Context: an optimization exercise on an open-source flow, tuned for small area, a short achievable clock period and few clock cycles. The choices shown serve that exercise and are no tape-out recipe.
RTL that was checked went through simulation tests only; none was proved equivalent to the original.
Power is estimated from default activity; no workload was simulated.

== main ==
==> module vsa16, before the edit <==
module vsa16(clock, rst, PC, instruction, ALUOutput, datain, dataout, wr);
    input         clock;
    input         rst;
    output [11:0] PC;
    input  [15:0] instruction;
    output [15:0] ALUOutput;
    input  [15:0] datain;
    output [15:0] dataout;
    output        wr;
    reg [10:0] pc_q;                 
    reg [15:0] R1, R2, R3;           
    reg [15:0] xa;                   
    reg [15:0] xb;                   
    reg        xc;                   
    reg [3:0]  xf;                   
    reg        x_we;                 
    reg        x_ld;                 
    reg [1:0]  x_rd;
    reg        wr;                   
    reg [1:0]  x_rs2;                
    assign PC = {pc_q, 1'b0};
    wire [16:0] sum17 = {xa, xc} + {xb, xc};
    wire [15:0] sum = sum17[16:1];
    assign ALUOutput = sum;
    wire [15:0] p = xa ^ xb;
    wire [15:0] g = xa & xb;
    wire [15:0] res = ({16{xf[0]}} & sum)
                    | ({16{xf[1]}} & g)
                    | ({16{xf[2]}} & p)
                    | ({16{xf[3]}} & {1'b0, xa[15:1]});
    wire [15:0] wdata = x_ld ? datain : res;
    reg [15:0] sd;
    always @(*) begin
        case (x_rs2)
            2'd1: sd = R1;
            2'd2: sd = R2;
            2'd3: sd = R3;
            default: sd = 16'd0;
        endcase
    end
    assign dataout = sd;
    wire [2:0]  op  = instruction[2:0];
    wire [1:0]  rs1 = instruction[4:3];
    wire [1:0]  rs2 = instruction[6:5];
    wire [1:0]  rd  = instruction[8:7];
    wire [2:0]  fn  = instruction[11:9];    
    wire [15:0] imm = {{7{instruction[15]}}, instruction[15:7]};
    wire is_lw   = op == 3'd0;
    wire is_sw   = op == 3'd1;
    wire is_beqz = op == 3'd2;
    wire is_rr   = op == 3'd3;
    wire is_addi = op == 3'd4;
    wire is_subi = op == 3'd5;
    wire fwd1 = x_we && x_rd == rs1;
    wire fwd2 = x_we && x_rd == rs2;
    reg [15:0] A, B;
    always @(*) begin
        if (fwd1) A = wdata;
        else case (rs1)
            2'd1: A = R1;
            2'd2: A = R2;
            2'd3: A = R3;
            default: A = 16'd0;
        endcase
        if (fwd2) B = wdata;
        else case (rs2)
            2'd1: B = R1;
            2'd2: B = R2;
            2'd3: B = R3;
            default: B = 16'd0;
        endcase
    end
    wire        sub  = is_subi | (is_rr & fn == 3'd1);
    wire [15:0] op2  = is_rr ? B : imm;
    wire [3:0]  f    = {is_rr & fn >= 3'd5, is_rr & (fn == 3'd3 | fn == 3'd4), is_rr & (fn == 3'd2 | fn == 3'd3), ~is_rr | fn <= 3'd1};
    wire [1:0] dest = is_rr ? rd : ((is_lw | is_addi | is_subi) ? rs2 : 2'd0);
    wire        taken = is_beqz & (A == 16'd0);
    wire [10:0] npc   = pc_q + 11'd1;
    wire [10:0] tpc   = pc_q + 11'd1 + imm[10:0];
    always @(posedge clock) begin
        xa    <= A;
        xb    <= sub ? ~op2 : op2;
        xc    <= sub;
        xf    <= f;
        x_ld  <= is_lw;
        x_rd  <= dest;
        x_rs2 <= rs2;
        if (rst) begin
            pc_q <= 11'd0;
            x_we <= 1'b0;
            wr   <= 1'b0;
        end else begin
            pc_q <= taken ? tpc : npc;
            x_we <= dest != 2'd0;
            wr   <= is_sw;
        end
    end
    always @(posedge clock) begin
        if (rst) begin
            R1 <= 16'd0;
            R2 <= 16'd0;
            R3 <= 16'd0;
        end else if (x_we) begin
            if (x_rd == 2'd1) R1 <= wdata;
            if (x_rd == 2'd2) R2 <= wdata;
            if (x_rd == 2'd3) R3 <= wdata;
        end
    end
endmodule
export LEC_CHECK = 0
export ABC_AREA = 1
export CAP_MARGIN = 20
export CORE_MARGIN = 2
export CORE_UTILIZATION = 40
export SETUP_SLACK_MARGIN = 3.4
export SLEW_MARGIN = 20
create_clock -name core_clock -period 7.0 [get_ports {clock}]
standard.sh (not shown) runs the stock make flow with config.mk's settings and CLKGATE_MAP_FILE= SYNTH_SCRIPT=/design/flow/synth_recipe.tcl, a recipe that flattens the netlist after the stock synthesis.
==> flow/flow/run.sh <==
#!/bin/bash
# Standard ORFS layout (the standard.sh, unchanged synthesis), with two
# placement/sizing settings changed:
#  - port buffers are plain buf cells instead of the platform's default
#    delay-buffer choice;
#  - the resizer may swap cells across footprints (MATCH_CELL_FOOTPRINT=0),
#    so port buffers and other cells can be sized to the timing they see.
# Every tool's output is in orfs/logs/ (one log per ORFS step); make's own
# output is in flow_make.log.
set -euo pipefail
bash standard.sh MATCH_CELL_FOOTPRINT=0 \
  "BUFFER_PORTS_ARGS=-buffer_cell sky130_fd_sc_hd__buf_1" \
  finish > flow_make.log 2>&1
--- input diff main..the feature branch ---
-- flow/design.v --
<<< main, line 13
    reg [15:0] xb;                   
    reg        xc;                   
    reg [3:0]  xf;                   
    reg        x_we;                 
    reg        x_ld;                 
>>> the feature branch, line 13
    reg [15:0] xb;                   
    reg        xc;                   
    reg [2:0]  xf;                   
    reg        x_we;                 
    reg        x_ld;                 
<<< main, line 23
    wire [15:0] sum = sum17[16:1];
    assign ALUOutput = sum;
    wire [15:0] p = xa ^ xb;
    wire [15:0] g = xa & xb;
    wire [15:0] res = ({16{xf[0]}} & sum)
                    | ({16{xf[1]}} & g)
                    | ({16{xf[2]}} & p)
                    | ({16{xf[3]}} & {1'b0, xa[15:1]});
    wire [15:0] wdata = x_ld ? datain : res;
    reg [15:0] sd;
>>> the feature branch, line 23
    wire [15:0] sum = sum17[16:1];
    assign ALUOutput = sum;
    reg [15:0] res;
    always @(*) begin
        case (xf)
            3'd2: res = xa & xb;
            3'd3: res = xa | xb;
            3'd4: res = xa ^ xb;
            3'd5: res = {1'b0, xa[15:1]};
            default: res = sum;
        endcase
    end
    wire [15:0] wdata = x_ld ? datain : res;
    reg [15:0] sd;
<<< main, line 73
    wire        sub  = is_subi | (is_rr & fn == 3'd1);
    wire [15:0] op2  = is_rr ? B : imm;
    wire [3:0]  f    = {is_rr & fn >= 3'd5, is_rr & (fn == 3'd3 | fn == 3'd4), is_rr & (fn == 3'd2 | fn == 3'd3), ~is_rr | fn <= 3'd1};
    wire [1:0] dest = is_rr ? rd : ((is_lw | is_addi | is_subi) ? rs2 : 2'd0);
    wire        taken = is_beqz & (A == 16'd0);
>>> the feature branch, line 77
    wire        sub  = is_subi | (is_rr & fn == 3'd1);
    wire [15:0] op2  = is_rr ? B : imm;
    wire [2:0]  f    = (is_rr && fn > 3'd1) ? fn : 3'd0;
    wire [1:0] dest = is_rr ? rd : ((is_lw | is_addi | is_subi) ? rs2 : 2'd0);
    wire        taken = is_beqz & (A == 16'd0);
[summary]
Measured against each other, main and the feature branch differ in weighted congestion reported at the end of routability-driven placement, the higher figure coming from main.
Compared with main, the feature branch shows a higher count of cells resized by post-cts repair.
Looking at fraction of standard cell area in multi-input logic across main and the feature branch, the one that comes out lower is the feature branch.
Looking only at fraction of layout cells with a size suffix above 1, and setting everything else aside, the lower value of main and the feature branch goes to the feature branch.
From main to the feature branch the numbers moved as follows: area of the multi-input gates now larger; final cell area excluding filler cells now larger; share of final layout cell area taken by clock buffers and inverters now smaller.
Function was not checked in any run of this note: the RTL went through the layout flow alone.

* * *

The RTL this note starts from:
==> flow/design.v <==
module vsa16(clock, rst, PC, instruction, ALUOutput, datain, dataout, wr);
    input         clock;
    input         rst;
    output [11:0] PC;
    input  [15:0] instruction;
    output [15:0] ALUOutput;
    input  [15:0] datain;
    output [15:0] dataout;
    output        wr;
    reg [10:0] pc_q;                 
    reg [15:0] R1, R2, R3;           
    reg [15:0] ALUOutput;            
    reg        m_we;                 
    reg        m_ld;                 
    reg [1:0]  m_rd;
    reg        wr;                   
    reg [1:0]  m_rs2;                
    assign PC = {pc_q, 1'b0};
    wire [2:0]  op  = instruction[2:0];
    wire [1:0]  rs1 = instruction[4:3];
    wire [1:0]  rs2 = instruction[6:5];
    wire [1:0]  rd  = instruction[8:7];
    wire [2:0]  fn  = instruction[11:9];    
    wire [15:0] imm = {{7{instruction[15]}}, instruction[15:7]};
    wire is_lw   = op == 3'd0;
    wire is_sw   = op == 3'd1;
    wire is_beqz = op == 3'd2;
    wire is_rr   = op == 3'd3;
    wire is_addi = op == 3'd4;
    wire is_subi = op == 3'd5;
    wire [15:0] wdata = m_ld ? datain : ALUOutput;
    wire fwd1 = m_we && m_rd == rs1;
    wire fwd2 = m_we && m_rd == rs2;
    reg [15:0] A, B;
    always @(*) begin
        if (fwd1) A = wdata;
        else case (rs1)
            2'd1: A = R1;
            2'd2: A = R2;
            2'd3: A = R3;
            default: A = 16'd0;
        endcase
        if (fwd2) B = wdata;
        else case (rs2)
            2'd1: B = R1;
            2'd2: B = R2;
            2'd3: B = R3;
            default: B = 16'd0;
        endcase
    end
    wire        sub  = is_subi | (is_rr & fn == 3'd1);
    wire [15:0] op2  = is_rr ? B : imm;
    wire [15:0] op2x = sub ? ~op2 : op2;
    wire [16:0] sum17 = {A, sub} + {op2x, sub};
    wire [15:0] sum  = sum17[16:1];
    reg  [15:0] res;
    always @(*) begin
        if (!is_rr)
            res = sum;
        else case (fn)
            3'd0, 3'd1: res = sum;
            3'd2: res = A & B;
            3'd3: res = A | B;
            3'd4: res = A ^ B;
            default: res = {1'b0, A[15:1]};
        endcase
    end
    wire [1:0] dest = is_rr ? rd : ((is_lw | is_addi | is_subi) ? rs2 : 2'd0);
    wire        taken = is_beqz & (A == 16'd0);
    wire [10:0] npc   = pc_q + 11'd1;
    wire [10:0] tpc   = pc_q + 11'd1 + imm[10:0];
    reg [15:0] sd;
    always @(*) begin
        case (m_rs2)
            2'd1: sd = R1;
            2'd2: sd = R2;
            2'd3: sd = R3;
            default: sd = 16'd0;
        endcase
    end
    assign dataout = sd;
    always @(posedge clock) begin
        ALUOutput <= res;
        m_ld  <= is_lw;
        m_rd  <= dest;
        m_rs2 <= rs2;
        if (rst) begin
            pc_q <= 11'd0;
            m_we <= 1'b0;
            wr   <= 1'b0;
        end else begin
            pc_q <= taken ? tpc : npc;
            m_we <= dest != 2'd0;
            wr   <= is_sw;
        end
    end
    always @(posedge clock) begin
        if (rst) begin
            R1 <= 16'd0;
            R2 <= 16'd0;
            R3 <= 16'd0;
        end else if (m_we) begin
            if (m_rd == 2'd1) R1 <= wdata;
            if (m_rd == 2'd2) R2 <= wdata;
            if (m_rd == 2'd3) R3 <= wdata;
        end
    end
endmodule
clock: 7.0 ns
lec_check: 0
abc_area: 1
cap_margin: 20
core_margin: 2
core_utilization: 40
setup_slack_margin: 3.6
slew_margin: 20
Scripts as last shown in full above: flow/flow/run.sh
Change:
--- a/flow/design.v
+++ b/flow/design.v
@@ -94,15 +94,13 @@
             wr   <= is_sw;
         end
     end
+    wire [15:0] wd  = rst ? 16'd0 : wdata;
+    wire        we1 = rst | (m_we & m_rd == 2'd1);
+    wire        we2 = rst | (m_we & m_rd == 2'd2);
+    wire        we3 = rst | (m_we & m_rd == 2'd3);
     always @(posedge clock) begin
-        if (rst) begin
-            R1 <= 16'd0;
-            R2 <= 16'd0;
-            R3 <= 16'd0;
-        end else if (m_we) begin
-            if (m_rd == 2'd1) R1 <= wdata;
-            if (m_rd == 2'd2) R2 <= wdata;
-            if (m_rd == 2'd3) R3 <= wdata;
-        end
+        if (we1) R1 <= wd;
+        if (we2) R2 <= wd;
+        if (we3) R3 <= wd;
     end
 endmodule
The new run passed the timing, DRC and antenna checks.
Setup slack loses 0.059 ns.
Clock power goes down by a few percent.
Final area goes down by a few percent.
Wire length goes down by a little under a tenth.
Power goes up by a quarter to a third.
Final cell count goes down by a few percent.
Synthesized cell count goes down by a little under a tenth.
Synthesized area goes down slightly.
Via count goes down by a little under a tenth.
Global-route usage goes down by 1.4 points.
Die area goes down slightly.
No run of this note included a check of the RTL's function; only the layout flow was run.

* * *

Another version of the RTL of vsa16 (not shown whole).
Size: roughly 990 cells after synthesis, ~79 I/O pins.
Design vsa16, start of the top module:
module vsa16(clock, rst, PC, instruction, ALUOutput, datain, dataout, wr);
==> module vsa16, before the edit <==
module vsa16(clock, rst, PC, instruction, ALUOutput, datain, dataout, wr);
    input         clock;
    input         rst;
    output [11:0] PC;
    input  [15:0] instruction;
    output [15:0] ALUOutput;
    input  [15:0] datain;
    output [15:0] dataout;
    output        wr;
    reg [10:0] pc_q;                 
    reg [15:0] R1, R2, R3;           
    reg [15:0] xp;                   
    reg [15:0] xg;                   
    reg        xc;                   
    reg [3:0]  xf;                   
    reg        x_we;                 
    reg        x_ld;                 
    reg [1:0]  x_rd;
    reg        wr;                   
    reg [1:0]  x_rs2;                
    assign PC = {pc_q, 1'b0};
    wire [15:0] p = xp;
    wire [15:0] g = xg;
    reg  [15:0] pg, pp;              
    integer     l, k;
    always @(*) begin
        pg = {g[14:0], xc};
        pp = {p[14:0], 1'b0};
        for (l = 0; l < 4; l = l + 1)
            for (k = 15; k >= 0; k = k - 1)
                if ((k >> l) & 1) begin
                    pg[k] = pg[k] | (pp[k] & pg[((k >> l) << l) - 1]);
                    pp[k] = pp[k] & pp[((k >> l) << l) - 1];
                end
    end
    wire [15:0] sum = p ^ pg;
    assign ALUOutput = sum;
    wire [15:0] res = ({16{xf[0]}} & sum)
                    | ({16{xf[1]}} & g)
                    | ({16{xf[2]}} & p)
                    | ({16{xf[3]}} & {1'b0, xp[15:1]});
    wire [15:0] wdata = x_ld ? datain : res;
    reg [15:0] sd;
    always @(*) begin
        case (x_rs2)
            2'd1: sd = R1;
            2'd2: sd = R2;
            2'd3: sd = R3;
            default: sd = 16'd0;
        endcase
    end
    assign dataout = sd;
    wire [2:0]  op  = instruction[2:0];
    wire [1:0]  rs1 = instruction[4:3];
    wire [1:0]  rs2 = instruction[6:5];
    wire [1:0]  rd  = instruction[8:7];
    wire [2:0]  fn  = instruction[11:9];    
    wire [15:0] imm = {{7{instruction[15]}}, instruction[15:7]};
    wire is_lw   = op == 3'd0;
    wire is_sw   = op == 3'd1;
    wire is_beqz = op == 3'd2;
    wire is_rr   = op == 3'd3;
    wire is_addi = op == 3'd4;
    wire is_subi = op == 3'd5;
    wire fwd1 = x_we && x_rd == rs1;
    wire fwd2 = x_we && x_rd == rs2;
    reg [15:0] A, B;
    always @(*) begin
        if (fwd1) A = wdata;
        else case (rs1)
            2'd1: A = R1;
            2'd2: A = R2;
            2'd3: A = R3;
            default: A = 16'd0;
        endcase
        if (fwd2) B = wdata;
        else case (rs2)
            2'd1: B = R1;
            2'd2: B = R2;
            2'd3: B = R3;
            default: B = 16'd0;
        endcase
    end
    wire        sub  = is_subi | (is_rr & fn == 3'd1);
    wire        srl  = is_rr & fn >= 3'd5;      
    wire [15:0] op2  = is_rr ? B : imm;
    wire [15:0] op2x = srl ? 16'd0 : sub ? ~op2 : op2;
    wire [3:0]  f    = {is_rr & fn >= 3'd5, is_rr & (fn == 3'd3 | fn == 3'd4), is_rr & (fn == 3'd2 | fn == 3'd3), ~is_rr | fn <= 3'd1};
    wire [1:0] dest = is_rr ? rd : ((is_lw | is_addi | is_subi) ? rs2 : 2'd0);
    reg za;
    always @(*) begin
        if (fwd1) za = wdata == 16'd0;
        else case (rs1)
            2'd1: za = R1 == 16'd0;
            2'd2: za = R2 == 16'd0;
            2'd3: za = R3 == 16'd0;
            default: za = 1'b1;
        endcase
    end
    wire        taken = is_beqz & za;
    wire [10:0] npc   = pc_q + 11'd1;
    wire [10:0] tpc   = pc_q + 11'd1 + imm[10:0];
    always @(posedge clock) begin
        xp    <= A ^ op2x;
        xg    <= A & op2x;
        xc    <= sub;
        xf    <= f;
        x_ld  <= is_lw;
        x_rd  <= dest;
        x_rs2 <= rs2;
        if (rst) begin
            pc_q <= 11'd0;
            x_we <= 1'b0;
            wr   <= 1'b0;
        end else begin
            pc_q <= taken ? tpc : npc;
            x_we <= dest != 2'd0;
            wr   <= is_sw;
        end
    end
    always @(posedge clock) begin
        if (rst) begin
            R1 <= 16'd0;
            R2 <= 16'd0;
            R3 <= 16'd0;
        end else if (x_we) begin
            if (x_rd == 2'd1) R1 <= wdata;
            if (x_rd == 2'd2) R2 <= wdata;
            if (x_rd == 2'd3) R3 <= wdata;
        end
    end
endmodule
==> flow/config.mk <==
export PLATFORM = sky130hd
export DESIGN_NAME = vsa16
export DESIGN_NICKNAME = vsa16
export VERILOG_FILES = /design/flow/design.v
export SDC_FILE = /design/flow/constraint.sdc
export NUM_CORES = 4
export LEC_CHECK = 0
export ABC_AREA = 1
export CAP_MARGIN = 20
export CORE_MARGIN = 2
export CORE_UTILIZATION = 40
export CTS_BUF_LIST = sky130_fd_sc_hd__clkbuf_8
export SETUP_SLACK_MARGIN = 3.4
export SLEW_MARGIN = 20
==> flow/constraint.sdc <==
create_clock -name core_clock -period 7.0 [get_ports {clock}]
set_input_delay 1.4000 -clock core_clock [delete_from_list [all_inputs] [get_ports {clock}]]
set_output_delay 1.4000 -clock core_clock [all_outputs]
set_load 0.01 [all_outputs]
Scripts as last shown in full above: flow/flow/run.sh
Testbench counts at the start, summed over its fixed seeds: cycles 22,626.
Edit:
--- a/flow/design.v
+++ b/flow/design.v
@@ -10,9 +10,8 @@
     reg [10:0] pc_q;                 
     reg [15:0] R1, R2, R3;           
     reg [15:0] xp;                   
     reg [15:0] xg;                   
-    reg        xc;                   
     reg [3:0]  xf;                   
     reg        x_we;                 
     reg        x_ld;                 
     reg [1:0]  x_rd;
@@ -23,18 +22,18 @@
     wire [15:0] g = xg;
     reg  [15:0] pg, pp;              
     integer     l, k;
     always @(*) begin
-        pg = {g[14:0], xc};
-        pp = {p[14:0], 1'b0};
+        pg = g;
+        pp = p;
         for (l = 0; l < 4; l = l + 1)
             for (k = 15; k >= 0; k = k - 1)
                 if ((k >> l) & 1) begin
                     pg[k] = pg[k] | (pp[k] & pg[((k >> l) << l) - 1]);
                     pp[k] = pp[k] & pp[((k >> l) << l) - 1];
                 end
     end
-    wire [15:0] sum = p ^ pg;
+    wire [15:0] sum = p ^ {pg[14:0], 1'b0};
     assign ALUOutput = sum;
     wire [15:0] res = ({16{xf[0]}} & sum)
                     | ({16{xf[1]}} & g)
                     | ({16{xf[2]}} & p)
@@ -61,50 +60,28 @@
     wire is_beqz = op == 3'd2;
     wire is_rr   = op == 3'd3;
     wire is_addi = op == 3'd4;
     wire is_subi = op == 3'd5;
-    wire fwd1 = x_we && x_rd == rs1;
-    wire fwd2 = x_we && x_rd == rs2;
-    reg [15:0] A, B;
-    always @(*) begin
-        if (fwd1) A = wdata;
-        else case (rs1)
-            2'd1: A = R1;
-            2'd2: A = R2;
-            2'd3: A = R3;
-            default: A = 16'd0;
-        endcase
-        if (fwd2) B = wdata;
-        else case (rs2)
-            2'd1: B = R1;
-            2'd2: B = R2;
-            2'd3: B = R3;
-            default: B = 16'd0;
-        endcase
-    end
+    wire [15:0] E1 = (x_we && x_rd == 2'd1) ? wdata : R1;
+    wire [15:0] E2 = (x_we && x_rd == 2'd2) ? wdata : R2;
+    wire [15:0] E3 = (x_we && x_rd == 2'd3) ? wdata : R3;
+    wire [15:0] A = ({16{rs1 == 2'd1}} & E1) | ({16{rs1 == 2'd2}} & E2) | ({16{rs1 == 2'd3}} & E3);
+    wire [15:0] B = ({16{rs2 == 2'd1}} & E1) | ({16{rs2 == 2'd2}} & E2) | ({16{rs2 == 2'd3}} & E3);
     wire        sub  = is_subi | (is_rr & fn == 3'd1);
     wire        srl  = is_rr & fn >= 3'd5;      
     wire [15:0] op2  = is_rr ? B : imm;
     wire [15:0] op2x = srl ? 16'd0 : sub ? ~op2 : op2;
+    wire [15:0] pa   = A ^ op2x;
+    wire [15:0] ga   = A & op2x;
     wire [3:0]  f    = {is_rr & fn >= 3'd5, is_rr & (fn == 3'd3 | fn == 3'd4), is_rr & (fn == 3'd2 | fn == 3'd3), ~is_rr | fn <= 3'd1};
     wire [1:0] dest = is_rr ? rd : ((is_lw | is_addi | is_subi) ? rs2 : 2'd0);
-    reg za;
-    always @(*) begin
-        if (fwd1) za = wdata == 16'd0;
-        else case (rs1)
-            2'd1: za = R1 == 16'd0;
-            2'd2: za = R2 == 16'd0;
-            2'd3: za = R3 == 16'd0;
-            default: za = 1'b1;
-        endcase
-    end
+    wire za = (rs1 == 2'd0) | (rs1 == 2'd1 & E1 == 16'd0) | (rs1 == 2'd2 & E2 == 16'd0) | (rs1 == 2'd3 & E3 == 16'd0);
     wire        taken = is_beqz & za;
     wire [10:0] npc   = pc_q + 11'd1;
     wire [10:0] tpc   = pc_q + 11'd1 + imm[10:0];
     always @(posedge clock) begin
-        xp    <= A ^ op2x;
-        xg    <= A & op2x;
-        xc    <= sub;
+        xp    <= {pa[15:1], pa[0] ^ sub};
+        xg    <= {ga[15:1], ga[0] | (pa[0] & sub)};
         xf    <= f;
         x_ld  <= is_lw;
         x_rd  <= dest;
         x_rs2 <= rs2;
=> Area after synthesis came out lower by a few percent. Worst setup slack gains 0.052 ns. Power came out higher by a little under a tenth. Clock skew hardly moves. Non-clock buffer count came out higher by 10. Global-route usage came out higher by 3.6 points. Via count came out higher slightly.
The RTL of the second run of this note was laid out without a check of its function.

[port drivers added, routing unchanged]
The flow's constraints put no driver on any port. The routed layouts listed below were extracted and timed again, unchanged, in two steps.
Step 1, drivers: a clkbuf_16 drives clock and a buf_2 each remaining input, both assumed.
Step 2 adds t to the input delays and takes it off the output delays; t is the mean of the earliest and latest rising clock arrival at the registers after step 1. Input paths then give back, and output paths get back, about the clock's delay inside the block.
Slacks: ideal ports / drivers / drivers and shift; pairs: ideal ports / drivers.
| run | t (ns) | slack for setup (ns) | worst setup path at the end | worst slew at a driven data input, ns | pins driven straight from the clock port |
|---|---|---|---|---|---|
| main | 0.391 | 3.522 / 3.481 / 3.236 | input to register | 0.04 | 1 |
| the feature branch | 0.387 | 3.519 / 3.483 / 3.294 | input to register | 0.04 | 1 |
| the first run of note 2 | 0.399 | 3.226 / 3.227 / 2.828 | input to register | 0.06 | 1 |
| the second run of note 2 | 0.390 | 3.167 / 3.170 / 2.780 | input to register | 0.05 | 1 |
| the first run of note 3 | 0.417 | 3.544 / 3.517 / 3.147 | input to register | 0.05 | 1 |
| the second run of note 3 | 0.431 | 3.597 / 3.556 / 3.311 | input to register | 0.04 | 1 |
After both steps setup and hold are still met in every run listed. For the first run of note 2, which loses most, drivers alone change the setup slack by +0.001 ns; drivers and shift together by -0.398 ns.
